What follows belongs to an exercise in optimizing a design on an open flow for a short achievable clock period and few clock cycles; a production flow would make more cautious choices. RTL that was checked went through simulation tests only; none was proved equivalent to the original. Power figures rest on the tool's default switching activity, not on a simulated workload.

== onyx ==
Design SCPU, start of the top module:
module SCPU(
    input clk,
    input rst,
    input [31:0] inst_in,
    input [31:0] Data_in,
    output [3:0] RAM_mask,
    output [31:0] Data_out,
    output [31:0] Addr_out,
    output        MemWrite,
    output [31:0] PC_out
    );
Settings: LEC_CHECK=0, ABC_CLOCK_PERIOD_IN_PS=4000, CAP_MARGIN=20, CORE_MARGIN=2, CORE_UTILIZATION=60, CTS_CLUSTER_DIAMETER=80, CTS_CLUSTER_SIZE=24, PLACE_DENSITY=0.72, SETUP_SLACK_MARGIN=5, SLEW_MARGIN=20; clock period 15.0 ns.
standard.sh (not shown) runs the stock make flow with config.mk's settings and CLKGATE_MAP_FILE= SYNTH_SCRIPT=/design/flow/synth_recipe.tcl, a recipe that flattens the netlist after the stock synthesis.
==> flow/flow/run.sh <==
#!/bin/bash
# Standard ORFS flow, with two changes to how it optimises timing:
#  * adders are left to ABC as plain logic instead of the library's half/full
#    adder cells (ADDER_MAP_FILE empty), which gives shallower carry logic;
#  * timing repair aims for slack MARGIN ns beyond the clock period.
set -euo pipefail
MARGIN=${MARGIN:-11}
bash standard.sh SETUP_SLACK_MARGIN=$MARGIN ADDER_MAP_FILE= finish > flow_make.log 2>&1
Testbench counts of onyx, summed over its fixed seeds: cycles 60,095.
> inputs changed (onyx -> tundra)
--- a/flow/design.v
+++ b/flow/design.v
@@ -35,17 +35,17 @@
 reg  [3:0]  bt_v;
 reg  [1:0]  bt_ptr;
 reg  [31:2] bt_pc [0:3];
 reg  [31:2] bt_tg [0:3];
 reg         e_kill;                      
 reg  [31:0] e_rs1v, e_rs2v, e_sv, e_kval, e_altpc;    
 reg  [4:0]  e_rd;
 reg  [1:0]  e_w;
-reg         e_we, e_load, e_store, e_lu, e_kn, e_skip1, e_jalr;
+reg         e_we, e_load, e_store, e_lu, e_kn, e_skip1, e_jalr, e_isadd;
 reg         e_fa_m, e_fb_m, e_fs_m;
 reg         s_add, s_sub, s_sll, s_sr, s_sra, s_slt, s_sltu, s_xor, s_or, s_and, s_k;
 reg  [3:0]  f_eq, f_ne, f_lt, f_ge, f_ltu, f_geu;    
 reg  [31:0] m_res;
 reg  [4:0]  m_rd;
 reg         m_we, m_load;
 reg  [2:0]  m_f3;
 reg         m_store;
@@ -131,18 +131,16 @@
 wire fa_m = ex_we & (e_rd == d_rs1);
 wire fa_w = m_we & (m_rd == d_rs1);    
 wire fb_m = ex_we & (e_rd == d_rs2);
 wire want_br = is_jal | d_pred;
 wire jf_ok = is_jalr & ((fa_m & e_kn) | (~fa_m & fa_w & ~m_load));
 wire [31:0] jf_sum = (fa_m ? e_kval : m_res) + immI;
 wire want = want_br | jf_ok;
 wire [31:0] id_target = jf_ok ? {jf_sum[31:1], 1'b0} : want_br ? d_tgt : d_pc4;
-wire id_go  = d_valid & ~stall & (d_bp ? ~want_br : want);
-wire bt_ins = d_valid & ~stall & ~d_bp & want_br;
 reg         bt_hit;
 reg  [31:2] bt_tgt;
 integer bi;
 always @(*) begin
     bt_hit = 1'b0;
     bt_tgt = 30'b0;
     for (bi = 0; bi < 4; bi = bi + 1)
         if (bt_v[bi] && bt_pc[bi] == PC[31:2]) begin
@@ -186,32 +184,39 @@
             assign p_ltu[gi*2+gj] = av[gi] < bv[gj];
         end
     end
 endgenerate
 wire x_cond = ~e_kill & (|((f_eq & p_eq) | (f_ne & ~p_eq) | (f_lt & p_lt) |
                            (f_ge & ~p_lt) | (f_ltu & p_ltu) | (f_geu & ~p_ltu)));
 wire skip_ok = e_skip1 & d_valid & ~d_bp;
 wire [31:0] jt = sum;
+wire        sum_z = ((ea ^ bop) == {ea[30:0] | bop[30:0], 1'b0});
+wire        fz_ok = is_br & (d_f3[2:1] == 2'b00) & ex_we & e_isadd &
+                    (((d_rs2 == 5'd0) & (e_rd == d_rs1)) | ((d_rs1 == 5'd0) & (e_rd == d_rs2)));
+wire        fz_t  = sum_z ^ d_f3[0];               
+wire id_go  = d_valid & ~stall & (fz_ok ? (fz_t ^ d_bp) : d_bp ? ~want_br : want);
+wire bt_ins = d_valid & ~stall & ~d_bp & (fz_ok ? fz_t : want_br);
+wire [31:0] id_tgt2 = fz_ok ? (fz_t ? d_tgt : d_pc4) : id_target;
 wire x_squash    = x_cond & skip_ok;
 wire x_redirect  = (x_cond & ~skip_ok) | ex_jalr;
 wire id_redirect = id_go & ~x_cond & ~ex_jalr;
 wire [31:0] sdata = (e_w == 2'd0) ? {4{es[7:0]}} :
                     (e_w == 2'd1) ? {2{es[15:0]}} : es;
 wire [3:0]  smask = (e_w == 2'd0) ? (4'b0001 << sum[1:0]) :
                     (e_w == 2'd1) ? (sum[1] ? 4'b1100 : 4'b0011) : 4'b1111;
 wire [31:0] pc_nc = ex_jalr ? {jt[31:1], 1'b0} :
                     stall   ? PC :
-                    id_go   ? id_target : i_next;
+                    id_go   ? id_tgt2 : i_next;
 wire        dv_nc = ~ex_jalr & (stall ? d_valid : ~id_go);
 wire [31:0] pc_c  = skip_ok ? i_next : e_altpc;
 wire [31:0] pc_next = x_cond ? pc_c : pc_nc;
 wire [2:0] bf = d_pred ? {d_f3[2:1], ~d_f3[0]} : d_f3;    
 wire       v_in = d_valid & ~stall;
-wire       vb = v_in & is_br;
+wire       vb = v_in & is_br & ~fz_ok;
 wire [3:0] pair = {fa_m & fb_m, fa_m & ~fb_m, ~fa_m & fb_m, ~fa_m & ~fb_m};
 wire       d_bimm = ~(is_op | is_br);
 wire       alu_add = (is_alu & d_f3 == 3'd0 & ~(is_op & d_inst[30])) | is_load | is_store;
 always @(posedge clk or posedge rst) begin
     if (rst) begin
         PC_o    <= 32'b0;
         PC_n    <= 32'hffffffff;
         d_valid <= 1'b0;
@@ -272,16 +277,17 @@
     e_altpc <= (is_br & ~d_inst[31]) ? tgt_b : d_pc4;
     e_rd    <= d_rd;
     e_w     <= d_f3[1:0];
     e_lu    <= d_f3[2];
     e_fa_m  <= fa_m;
     e_fb_m  <= fb_m & ~d_bimm;
     e_fs_m  <= fb_m;
     s_add   <= alu_add;
+    e_isadd <= is_alu & d_f3 == 3'd0 & ~(is_op & d_inst[30]);
     s_sub   <= is_op & d_f3 == 3'd0 & d_inst[30];
     s_sll   <= is_alu & d_f3 == 3'd1;
     s_slt   <= is_alu & d_f3 == 3'd2;
     s_sltu  <= is_alu & d_f3 == 3'd3;
     s_xor   <= is_alu & d_f3 == 3'd4;
     s_sr    <= is_alu & d_f3 == 3'd5;
     s_sra   <= d_inst[30];
     s_or    <= is_alu & d_f3 == 3'd6;
==> comparison <==
- Total number of multi-input combinational cells ends up higher on tundra.
- [compare] base=onyx new=tundra: sum of routed wire segments on met1 moved up; global routing usage summed across all routing layers up 1.0 points; clock period minus final worst setup slack went up by 180 ps; worst reg-to-reg path cell count +1; power share of the combinational group grew by 0.8 points.
- Compare tundra and onyx | setup slack higher: onyx
- Compared with onyx, tundra shows a core utilization that is 0.34 points higher.
- Looking at critical setup path kind, the flip-flop to output port result is from onyx; the input pin to flip-flop one comes from tundra.
- tundra vs onyx — clock network power share dropped 0.6 points.
- When the final numbers for tundra and onyx were put side by side, the sequential share of layout area turned out to be greater in onyx.
- tundra does worse than onyx on leakage power total.
- Fraction of the mapped netlist area in adder cells across tundra and onyx: no real change.
For tundra, only the layout was checked, not whether the RTL still works.

== rev 12 ==
SCPU, a different RTL version from the one above (not shown whole).
Size: roughly 1700 flip-flops, about 170 I/O pins.
export LEC_CHECK = 0
export ABC_CLOCK_PERIOD_IN_PS = 4000
export CAP_MARGIN = 20
export CORE_MARGIN = 2
export CORE_UTILIZATION = 60
export PLACE_DENSITY = 0.72
export SETUP_SLACK_MARGIN = 5
export SLEW_MARGIN = 20
create_clock -name core_clock -period 15.0 [get_ports {clk}]
Scripts as last shown in full above: flow/flow/run.sh
## Diff of input files: rev 13 against rev 12
--- a/flow/design.v
+++ b/flow/design.v
@@ -21,23 +21,22 @@
     input clk,
     input rst,
     input [31:0] inst_in,
     input [31:0] Data_in,
     output [3:0] RAM_mask,
     output [31:0] Data_out,
     output [31:0] Addr_out,
     output        MemWrite,
     output [31:0] PC_out
     );
 reg  [31:0] PC;
-reg  [31:0] PC_n, Addr_n;
 reg         d_valid, d_bp;
 reg  [31:0] d_inst, d_pc;
 reg  [3:0]  bt_v;
 reg  [1:0]  bt_ptr;
 reg  [31:2] bt_pc [0:3];
 reg  [31:2] bt_tg [0:3];
 reg         e_kill;                      
 reg  [31:0] e_rs1v, e_rs2v, e_imm, e_kval, e_altpc;
 reg  [4:0]  e_rd;
 reg  [1:0]  e_w;
 reg         e_we, e_load, e_store, e_bimm, e_lu, e_kn, e_skip1, e_jalr;
@@ -46,24 +45,24 @@
 reg  [3:0]  f_eq, f_ne, f_lt, f_ge, f_ltu, f_geu;    
 reg  [31:0] m_res;
 reg  [4:0]  m_rd;
 reg         m_we, m_load;
 reg  [2:0]  m_f3;
 reg         m_store;
 reg  [31:0] m_sdata;
 reg  [3:0]  m_mask;
 reg  [31:0] w_val;
 reg  [4:0]  w_rd;
 reg         w_we;
-assign PC_out   = ~PC_n;
-assign Addr_out = ~Addr_n;
+assign PC_out   = PC;
+assign Addr_out = m_res;
 assign MemWrite = m_store;
 assign Data_out = m_sdata;
 assign RAM_mask = m_mask;
 reg [31:0] m_ld;
 always @(*) begin
     case (m_f3)
         3'd0: case (m_res[1:0])
                 2'd0: m_ld = {{24{Data_in[7]}},  Data_in[7:0]};
                 2'd1: m_ld = {{24{Data_in[15]}}, Data_in[15:8]};
                 2'd2: m_ld = {{24{Data_in[23]}}, Data_in[23:16]};
                 default: m_ld = {{24{Data_in[31]}}, Data_in[31:24]};
@@ -200,43 +199,41 @@
 wire        dv_nc = ~ex_jalr & (stall ? d_valid : ~id_go);
 wire [31:0] pc_c  = skip_ok ? i_next : e_altpc;
 wire [31:0] pc_next = x_cond ? pc_c : pc_nc;
 wire [2:0] bf = d_pred ? {d_f3[2:1], ~d_f3[0]} : d_f3;    
 wire       v_in = d_valid & ~stall;
 wire       vb = v_in & is_br;
 wire [3:0] pair = {fa_m & fb_m, fa_m & ~fb_m, ~fa_m & fb_m, ~fa_m & ~fb_m};
 wire       alu_add = (is_alu & d_f3 == 3'd0 & ~(is_op & d_inst[30])) | is_load | is_store;
 always @(posedge clk or posedge rst) begin
     if (rst) begin
         PC      <= 32'b0;
-        PC_n    <= 32'hffffffff;
         d_valid <= 1'b0;
         bt_v    <= 4'b0;
         bt_ptr  <= 2'b0;
         e_kill  <= 1'b0;
         e_we    <= 1'b0;
         e_load  <= 1'b0;
         e_store <= 1'b0;
         e_jalr  <= 1'b0;
         f_eq    <= 4'b0;
         f_ne    <= 4'b0;
         f_lt    <= 4'b0;
         f_ge    <= 4'b0;
         f_ltu   <= 4'b0;
         f_geu   <= 4'b0;
         m_store <= 1'b0;
         m_we    <= 1'b0;
         w_we    <= 1'b0;
     end else begin
         PC      <= pc_next;
-        PC_n    <= ~pc_next;
         if (bt_ins & ~x_cond & ~ex_jalr) begin
             bt_v[bt_ptr] <= 1'b1;
             bt_ptr <= bt_ptr + 2'd1;
         end
         d_valid <= x_cond ? skip_ok : dv_nc;
         e_kill  <= x_cond | ex_jalr;
         e_we    <= v_in & d_we;
         e_load  <= v_in & is_load;
         e_store <= v_in & is_store;
         e_jalr  <= v_in & is_jalr & ~jf_ok & ~d_bp;
         f_eq    <= {4{vb & (bf == 3'd0)}} & pair;
@@ -277,21 +274,20 @@
     s_slt   <= is_alu & d_f3 == 3'd2;
     s_sltu  <= is_alu & d_f3 == 3'd3;
     s_xor   <= is_alu & d_f3 == 3'd4;
     s_sr    <= is_alu & d_f3 == 3'd5;
     s_sra   <= d_inst[30];
     s_or    <= is_alu & d_f3 == 3'd6;
     s_and   <= is_alu & d_f3 == 3'd7;
     s_k     <= is_lui | is_auipc | is_jal | is_jalr;
     e_kn    <= is_lui | is_auipc | is_jal | is_jalr;
     e_skip1 <= is_br & (immB == 32'd8);
     m_res   <= alu;
-    Addr_n  <= ~alu;
     m_rd    <= e_rd;
     m_load  <= e_load;
     m_f3    <= {e_lu, e_w};
     m_sdata <= sdata;
     m_mask  <= smask;
     w_val   <= m_load ? m_ld : m_res;
     w_rd    <= m_rd;
 end
 endmodule
[summary]
Rev 13 against rev 12: final net count saw a decrease; area after synthesis moved down; wire length down about 6%; post-synthesis average cell area went up by 2.5%. Rev 12 → rev 13: via density per instance lost about 2%; total number of vias lost 5.5%.
No functional check of the RTL was part of any run of this note.

The RTL this note starts from:
==> flow/design.v <==
module Regs(
    input clk,
    input [4:0] Rs1_addr,
    input [4:0] Rs2_addr,
    input [4:0] Wt_addr,
    input [31:0] Wt_data,
    input RegWrite,
    output [31:0] Rs1_data,
    output [31:0] Rs2_data
    );
    reg [31:0] r [1:31];
    assign Rs1_data = (Rs1_addr == 5'd0) ? 32'b0 : r[Rs1_addr];
    assign Rs2_data = (Rs2_addr == 5'd0) ? 32'b0 : r[Rs2_addr];
    always @(posedge clk) begin
        if (RegWrite && Wt_addr != 5'd0)
            r[Wt_addr] <= Wt_data;
    end
endmodule
`timescale 1ns / 1ps
module SCPU(
    input clk,
    input rst,
    input [31:0] inst_in,
    input [31:0] Data_in,
    output [3:0] RAM_mask,
    output [31:0] Data_out,
    output [31:0] Addr_out,
    output        MemWrite,
    output [31:0] PC_out
    );
reg  [31:0] PC;
reg         d_valid;
reg  [31:0] d_inst, d_pc;
reg  [31:0] e_rs1v, e_rs2v, e_imm, e_kval, e_altpc;
reg  [4:0]  e_rd;
reg  [1:0]  e_w;
reg         e_we, e_load, e_store, e_bimm, e_lu;
reg         e_fa_m, e_fa_w, e_fb_m, e_fb_w;
reg         s_add, s_sub, s_sll, s_sr, s_sra, s_slt, s_sltu, s_xor, s_or, s_and, s_k;
reg         c_eq, c_ne, c_lt, c_ge, c_ltu, c_geu, c_jalr;
reg  [31:0] m_res;
reg  [4:0]  m_rd;
reg         m_we, m_load;
reg  [2:0]  m_f3;
reg         m_store;
reg  [31:0] m_sdata;
reg  [3:0]  m_mask;
reg  [31:0] w_val;
reg  [4:0]  w_rd;
reg         w_we;
assign PC_out   = PC;
assign Addr_out = m_res;
assign MemWrite = m_store;
assign Data_out = m_sdata;
assign RAM_mask = m_mask;
reg [31:0] m_ld;
always @(*) begin
    case (m_f3)
        3'd0: case (m_res[1:0])
                2'd0: m_ld = {{24{Data_in[7]}},  Data_in[7:0]};
                2'd1: m_ld = {{24{Data_in[15]}}, Data_in[15:8]};
                2'd2: m_ld = {{24{Data_in[23]}}, Data_in[23:16]};
                default: m_ld = {{24{Data_in[31]}}, Data_in[31:24]};
              endcase
        3'd1: m_ld = m_res[1] ? {{16{Data_in[31]}}, Data_in[31:16]} : {{16{Data_in[15]}}, Data_in[15:0]};
        3'd4: case (m_res[1:0])
                2'd0: m_ld = {24'b0, Data_in[7:0]};
                2'd1: m_ld = {24'b0, Data_in[15:8]};
                2'd2: m_ld = {24'b0, Data_in[23:16]};
                default: m_ld = {24'b0, Data_in[31:24]};
              endcase
        3'd5: m_ld = m_res[1] ? {16'b0, Data_in[31:16]} : {16'b0, Data_in[15:0]};
        default: m_ld = Data_in;
    endcase
end
wire [4:0] d_opc = d_inst[6:2];
wire [4:0] d_rs1 = d_inst[19:15];
wire [4:0] d_rs2 = d_inst[24:20];
wire [4:0] d_rd  = d_inst[11:7];
wire [2:0] d_f3  = d_inst[14:12];
wire is_lui   = d_opc == 5'b01101;
wire is_auipc = d_opc == 5'b00101;
wire is_jal   = d_opc == 5'b11011;
wire is_jalr  = d_opc == 5'b11001;
wire is_br    = d_opc == 5'b11000;
wire is_load  = d_opc == 5'b00000;
wire is_store = d_opc == 5'b01000;
wire is_opimm = d_opc == 5'b00100;
wire is_op    = d_opc == 5'b01100;
wire is_alu   = is_op | is_opimm;
wire uses1 = is_jalr | is_br | is_load | is_store | is_alu;
wire uses2 = is_br | is_store | is_op;
wire d_we  = (is_lui | is_auipc | is_jal | is_jalr | is_load | is_alu) & (d_rd != 5'd0);
wire [31:0] immI = {{20{d_inst[31]}}, d_inst[31:20]};
wire [31:0] immS = {{20{d_inst[31]}}, d_inst[31:25], d_inst[11:7]};
wire [31:0] immB = {{19{d_inst[31]}}, d_inst[31], d_inst[7], d_inst[30:25], d_inst[11:8], 1'b0};
wire [31:0] immJ = {{11{d_inst[31]}}, d_inst[31], d_inst[19:12], d_inst[20], d_inst[30:21], 1'b0};
wire [31:0] immU = {d_inst[31:12], 12'b0};
wire [31:0] d_tgt = d_pc + (is_jal ? immJ : is_auipc ? immU : immB);
wire [31:0] d_pc4 = d_pc + 32'd4;
wire [31:0] rf1, rf2;
Regs U1(
    .clk(clk),
    .Rs1_addr(d_rs1),
    .Rs2_addr(d_rs2),
    .Wt_addr(w_rd),
    .Wt_data(w_val),
    .RegWrite(w_we),
    .Rs1_data(rf1),
    .Rs2_data(rf2)
);
wire [31:0] d_rs1v = (w_we && w_rd == d_rs1) ? w_val : rf1;
wire [31:0] d_rs2v = (w_we && w_rd == d_rs2) ? w_val : rf2;
wire stall = d_valid & e_load &
             ((uses1 & e_rd == d_rs1) | (uses2 & e_rd == d_rs2));
wire d_pred = is_br & d_inst[31];
wire id_redirect = d_valid & ~stall & (is_jal | d_pred);
wire fa_m = e_we & (e_rd == d_rs1);
wire fa_w = m_we & (m_rd == d_rs1);
wire fb_m = e_we & (e_rd == d_rs2);
wire fb_w = m_we & (m_rd == d_rs2);
wire [31:0] ea = e_fa_m ? m_res : e_fa_w ? w_val : e_rs1v;
wire [31:0] eb = e_fb_m ? m_res : e_fb_w ? w_val : e_rs2v;
wire [31:0] bop = e_bimm ? e_imm : eb;
wire [31:0] sum  = ea + bop;
wire [31:0] dif  = ea - eb;
wire        slt  = $signed(ea) < $signed(bop);
wire        sltu = ea < bop;
wire [31:0] sll  = ea << bop[4:0];
wire [32:0] sra_in = {s_sra & ea[31], ea};
wire [32:0] sr33 = $signed(sra_in) >>> bop[4:0];
wire [31:0] srx  = sr33[31:0];
wire [31:0] alu = ({32{s_add}}  & sum)
                | ({32{s_sub}}  & dif)
                | ({32{s_sll}}  & sll)
                | ({32{s_sr}}   & srx)
                | ({32{s_xor}}  & (ea ^ bop))
                | ({32{s_or}}   & (ea | bop))
                | ({32{s_and}}  & (ea & bop))
                | ({32{s_k}}    & e_kval)
                | {31'b0, (s_slt & slt) | (s_sltu & sltu)};
wire beq  = ea == eb;
wire blt  = $signed(ea) < $signed(eb);
wire bltu = ea < eb;
wire x_redirect = (c_eq & beq) | (c_ne & ~beq) | (c_lt & blt) | (c_ge & ~blt) |
                  (c_ltu & bltu) | (c_geu & ~bltu) | c_jalr;
wire [31:0] jt = ea + e_imm;
wire [31:0] x_target = c_jalr ? {jt[31:1], 1'b0} : e_altpc;
wire [31:0] sdata = (e_w == 2'd0) ? {4{eb[7:0]}} :
                    (e_w == 2'd1) ? {2{eb[15:0]}} : eb;
wire [3:0]  smask = (e_w == 2'd0) ? (4'b0001 << sum[1:0]) :
                    (e_w == 2'd1) ? (sum[1] ? 4'b1100 : 4'b0011) : 4'b1111;
wire [2:0] bf = d_pred ? {d_f3[2:1], ~d_f3[0]} : d_f3;    
wire       v_in = d_valid & ~stall & ~x_redirect;
wire       alu_add = (is_alu & d_f3 == 3'd0 & ~(is_op & d_inst[30])) | is_load | is_store;
always @(posedge clk or posedge rst) begin
    if (rst) begin
        PC      <= 32'b0;
        d_valid <= 1'b0;
        e_we    <= 1'b0;
        e_load  <= 1'b0;
        e_store <= 1'b0;
        c_eq    <= 1'b0;
        c_ne    <= 1'b0;
        c_lt    <= 1'b0;
        c_ge    <= 1'b0;
        c_ltu   <= 1'b0;
        c_geu   <= 1'b0;
        c_jalr  <= 1'b0;
        m_store <= 1'b0;
        m_we    <= 1'b0;
        w_we    <= 1'b0;
    end else begin
        if (x_redirect) begin
            PC      <= x_target;
            d_valid <= 1'b0;
        end else if (stall) begin
            PC      <= PC;
        end else if (id_redirect) begin
            PC      <= d_tgt;
            d_valid <= 1'b0;
        end else begin
            PC      <= PC + 32'd4;
            d_valid <= 1'b1;
        end
        e_we    <= v_in & d_we;
        e_load  <= v_in & is_load;
        e_store <= v_in & is_store;
        c_eq    <= v_in & is_br & (bf == 3'd0);
        c_ne    <= v_in & is_br & (bf == 3'd1);
        c_lt    <= v_in & is_br & (bf == 3'd4);
        c_ge    <= v_in & is_br & (bf == 3'd5);
        c_ltu   <= v_in & is_br & (bf == 3'd6);
        c_geu   <= v_in & is_br & (bf == 3'd7);
        c_jalr  <= v_in & is_jalr;
        m_we    <= e_we;
        m_store <= e_store;
        w_we    <= m_we;
    end
end
always @(posedge clk) begin
    if (!stall) begin
        d_inst <= inst_in;
        d_pc   <= PC;
    end
    e_rs1v  <= d_rs1v;
    e_rs2v  <= d_rs2v;
    e_imm   <= is_store ? immS : immI;
    e_kval  <= is_lui ? immU : is_auipc ? d_tgt : d_pc4;
    e_altpc <= (is_br & ~d_inst[31]) ? d_tgt : d_pc4;
    e_rd    <= d_rd;
    e_w     <= d_f3[1:0];
    e_lu    <= d_f3[2];
    e_bimm  <= ~(is_op | is_br);
    e_fa_m  <= fa_m;
    e_fa_w  <= fa_w;
    e_fb_m  <= fb_m;
    e_fb_w  <= fb_w;
    s_add   <= alu_add;
    s_sub   <= is_op & d_f3 == 3'd0 & d_inst[30];
    s_sll   <= is_alu & d_f3 == 3'd1;
    s_slt   <= is_alu & d_f3 == 3'd2;
    s_sltu  <= is_alu & d_f3 == 3'd3;
    s_xor   <= is_alu & d_f3 == 3'd4;
    s_sr    <= is_alu & d_f3 == 3'd5;
    s_sra   <= d_inst[30];
    s_or    <= is_alu & d_f3 == 3'd6;
    s_and   <= is_alu & d_f3 == 3'd7;
    s_k     <= is_lui | is_auipc | is_jal | is_jalr;
    m_res   <= alu;
    m_rd    <= e_rd;
    m_load  <= e_load;
    m_f3    <= {e_lu, e_w};
    m_sdata <= sdata;
    m_mask  <= smask;
    w_val   <= m_load ? m_ld : m_res;
    w_rd    <= m_rd;
end
endmodule
Settings: LEC_CHECK=0, ABC_CLOCK_PERIOD_IN_PS=4000, CAP_MARGIN=20, CORE_MARGIN=2, CORE_UTILIZATION=40, PLACE_DENSITY=0.6, SETUP_SLACK_MARGIN=5, SLEW_MARGIN=20; clock period 15.0 ns.
==> flow/flow/run.sh <==
#!/bin/bash
# Standard ORFS flow; timing repair aims for slack MARGIN ns beyond the clock period
set -euo pipefail
MARGIN=${MARGIN:-11}
bash standard.sh SETUP_SLACK_MARGIN=$MARGIN finish > flow_make.log 2>&1
Edit:
--- a/flow/design.v
+++ b/flow/design.v
@@ -30,10 +30,14 @@
     );
 reg  [31:0] PC;
-reg         d_valid;
+reg         d_valid, d_bp;
 reg  [31:0] d_inst, d_pc;
+reg  [3:0]  bt_v;
+reg  [1:0]  bt_ptr;
+reg  [31:2] bt_pc [0:3];
+reg  [31:2] bt_tg [0:3];
 reg  [31:0] e_rs1v, e_rs2v, e_imm, e_kval, e_altpc;
 reg  [4:0]  e_rd;
 reg  [1:0]  e_w;
-reg         e_we, e_load, e_store, e_bimm, e_lu;
+reg         e_we, e_load, e_store, e_bimm, e_lu, e_kn, e_skip1;
 reg         e_fa_m, e_fa_w, e_fb_m, e_fb_w;
 reg         s_add, s_sub, s_sll, s_sr, s_sra, s_slt, s_sltu, s_xor, s_or, s_and, s_k;
@@ -115,9 +119,27 @@
              ((uses1 & e_rd == d_rs1) | (uses2 & e_rd == d_rs2));
 wire d_pred = is_br & d_inst[31];
-wire id_redirect = d_valid & ~stall & (is_jal | d_pred);
+wire want_br = is_jal | d_pred;
 wire fa_m = e_we & (e_rd == d_rs1);
 wire fa_w = m_we & (m_rd == d_rs1);
 wire fb_m = e_we & (e_rd == d_rs2);
 wire fb_w = m_we & (m_rd == d_rs2);
+wire jf_ok = is_jalr & ((fa_m & e_kn) | (~fa_m & fa_w & ~m_load));
+wire [31:0] jf_sum = (fa_m ? e_kval : m_res) + immI;
+wire want = want_br | jf_ok;
+wire [31:0] id_target = jf_ok ? {jf_sum[31:1], 1'b0} : want_br ? d_tgt : d_pc4;
+wire id_go = d_valid & ~stall & (d_bp ? ~want_br : want);
+wire bt_ins = d_valid & ~stall & ~d_bp & want_br;
+reg         bt_hit;
+reg  [31:2] bt_tgt;
+integer bi;
+always @(*) begin
+    bt_hit = 1'b0;
+    bt_tgt = 30'b0;
+    for (bi = 0; bi < 4; bi = bi + 1)
+        if (bt_v[bi] && bt_pc[bi] == PC[31:2]) begin
+            bt_hit = 1'b1;
+            bt_tgt = bt_tgt | bt_tg[bi];
+        end
+end
 wire [31:0] ea = e_fa_m ? m_res : e_fa_w ? w_val : e_rs1v;
 wire [31:0] eb = e_fb_m ? m_res : e_fb_w ? w_val : e_rs2v;
@@ -143,6 +165,9 @@
 wire blt  = $signed(ea) < $signed(eb);
 wire bltu = ea < eb;
-wire x_redirect = (c_eq & beq) | (c_ne & ~beq) | (c_lt & blt) | (c_ge & ~blt) |
-                  (c_ltu & bltu) | (c_geu & ~bltu) | c_jalr;
+wire x_cond = (c_eq & beq) | (c_ne & ~beq) | (c_lt & blt) | (c_ge & ~blt) |
+              (c_ltu & bltu) | (c_geu & ~bltu);
+wire x_squash   = x_cond & e_skip1 & d_valid & ~d_bp;
+wire x_redirect = (x_cond & ~(e_skip1 & d_valid & ~d_bp)) | c_jalr;
+wire id_redirect = id_go & ~x_squash;
 wire [31:0] jt = ea + e_imm;
 wire [31:0] x_target = c_jalr ? {jt[31:1], 1'b0} : e_altpc;
@@ -152,5 +177,5 @@
                     (e_w == 2'd1) ? (sum[1] ? 4'b1100 : 4'b0011) : 4'b1111;
 wire [2:0] bf = d_pred ? {d_f3[2:1], ~d_f3[0]} : d_f3;    
-wire       v_in = d_valid & ~stall & ~x_redirect;
+wire       v_in = d_valid & ~stall & ~x_redirect & ~x_squash;
 wire       alu_add = (is_alu & d_f3 == 3'd0 & ~(is_op & d_inst[30])) | is_load | is_store;
 always @(posedge clk or posedge rst) begin
@@ -158,4 +183,6 @@
         PC      <= 32'b0;
         d_valid <= 1'b0;
+        bt_v    <= 4'b0;
+        bt_ptr  <= 2'b0;
         e_we    <= 1'b0;
         e_load  <= 1'b0;
@@ -178,9 +205,13 @@
             PC      <= PC;
         end else if (id_redirect) begin
-            PC      <= d_tgt;
+            PC      <= id_target;
             d_valid <= 1'b0;
         end else begin
-            PC      <= PC + 32'd4;
+            PC      <= bt_hit ? {bt_tgt, 2'b00} : PC + 32'd4;
             d_valid <= 1'b1;
+        end
+        if (bt_ins & ~x_redirect & ~x_squash) begin
+            bt_v[bt_ptr] <= 1'b1;
+            bt_ptr <= bt_ptr + 2'd1;
         end
         e_we    <= v_in & d_we;
@@ -193,5 +224,5 @@
         c_ltu   <= v_in & is_br & (bf == 3'd6);
         c_geu   <= v_in & is_br & (bf == 3'd7);
-        c_jalr  <= v_in & is_jalr;
+        c_jalr  <= v_in & is_jalr & ~jf_ok;
         m_we    <= e_we;
         m_store <= e_store;
@@ -203,4 +234,9 @@
         d_inst <= inst_in;
         d_pc   <= PC;
+        d_bp   <= bt_hit;
+    end
+    if (bt_ins) begin
+        bt_pc[bt_ptr] <= d_pc[31:2];
+        bt_tg[bt_ptr] <= d_tgt[31:2];
     end
     e_rs1v  <= d_rs1v;
@@ -228,4 +264,6 @@
     s_and   <= is_alu & d_f3 == 3'd7;
     s_k     <= is_lui | is_auipc | is_jal | is_jalr;
+    e_kn    <= is_lui | is_auipc | is_jal | is_jalr;
+    e_skip1 <= is_br & (immB == 32'd8);
     m_res   <= alu;
     m_rd    <= e_rd;
Outcome: The new run completed with no timing, DRC or antenna violations. First-iteration DRC count came out higher by 20%. Setup slack degrades by 180 ps. Combinational power climbs by 36%. Total power grows by 27%. Wire length came out higher by 17%. Global-route usage hardly moves. Sequential power rose by 23%. Synthesized cell count increases by 17%. Non-clock buffer count is higher by 177. Hold slack hardly moves. Cell area rose by 17%.
Testbench counts after the change, summed over its fixed seeds: cycles 60,095.
Function not checked in the first run of this note: the RTL went through the layout flow alone.

==> what the ideal ports hide <==
Ports are ideal in the flow. The routed layouts listed here were re-timed in OpenROAD.
Step 1, drivers: a clkbuf_16 drives clk and a buf_2 each remaining input, both assumed.
Step 2 times the ports against the registers' clock, not the clock port: input delays grow and output delays shrink by t, the midpoint of the rising clock arrivals with the driver on.
a / b / c = ideal ports / drivers / drivers and shift; a / b = the first two.
| run | t (ns) | slack for setup (ns) | hold WS [ns] | worst setup path at the end | cell pins on the clock port's net |
|---|---|---|---|---|---|
| onyx | 0.855 | 10.598 / 10.504 / 9.864 | 0.342 / 0.342 / 0.342 | input to register | 1 |
| tundra | 0.857 | 10.415 / 10.429 / 9.607 | 0.341 / 0.341 / 0.341 | input to register | 1 |
| rev 12 | 0.951 | 10.456 / 10.361 / 10.030 | 0.361 / 0.361 / 0.361 | input to register | 1 |
| rev 13 | 0.922 | 10.471 / 10.380 / 10.119 | 0.367 / 0.367 / 0.367 | input to register | 1 |
| the first run of note 3 | 0.904 | 10.552 / 10.464 / 10.339 | 0.349 / 0.349 / 0.349 | input to register | 1 |
| the second run of note 3 | 0.923 | 10.376 / 10.376 / 10.083 | 0.349 / 0.349 / 0.349 | input to register | 1 |
After both steps setup and hold are still met in every run listed. The setup slack of tundra, which loses most, moves by +0.014 ns with the drivers and by -0.808 ns with both steps.
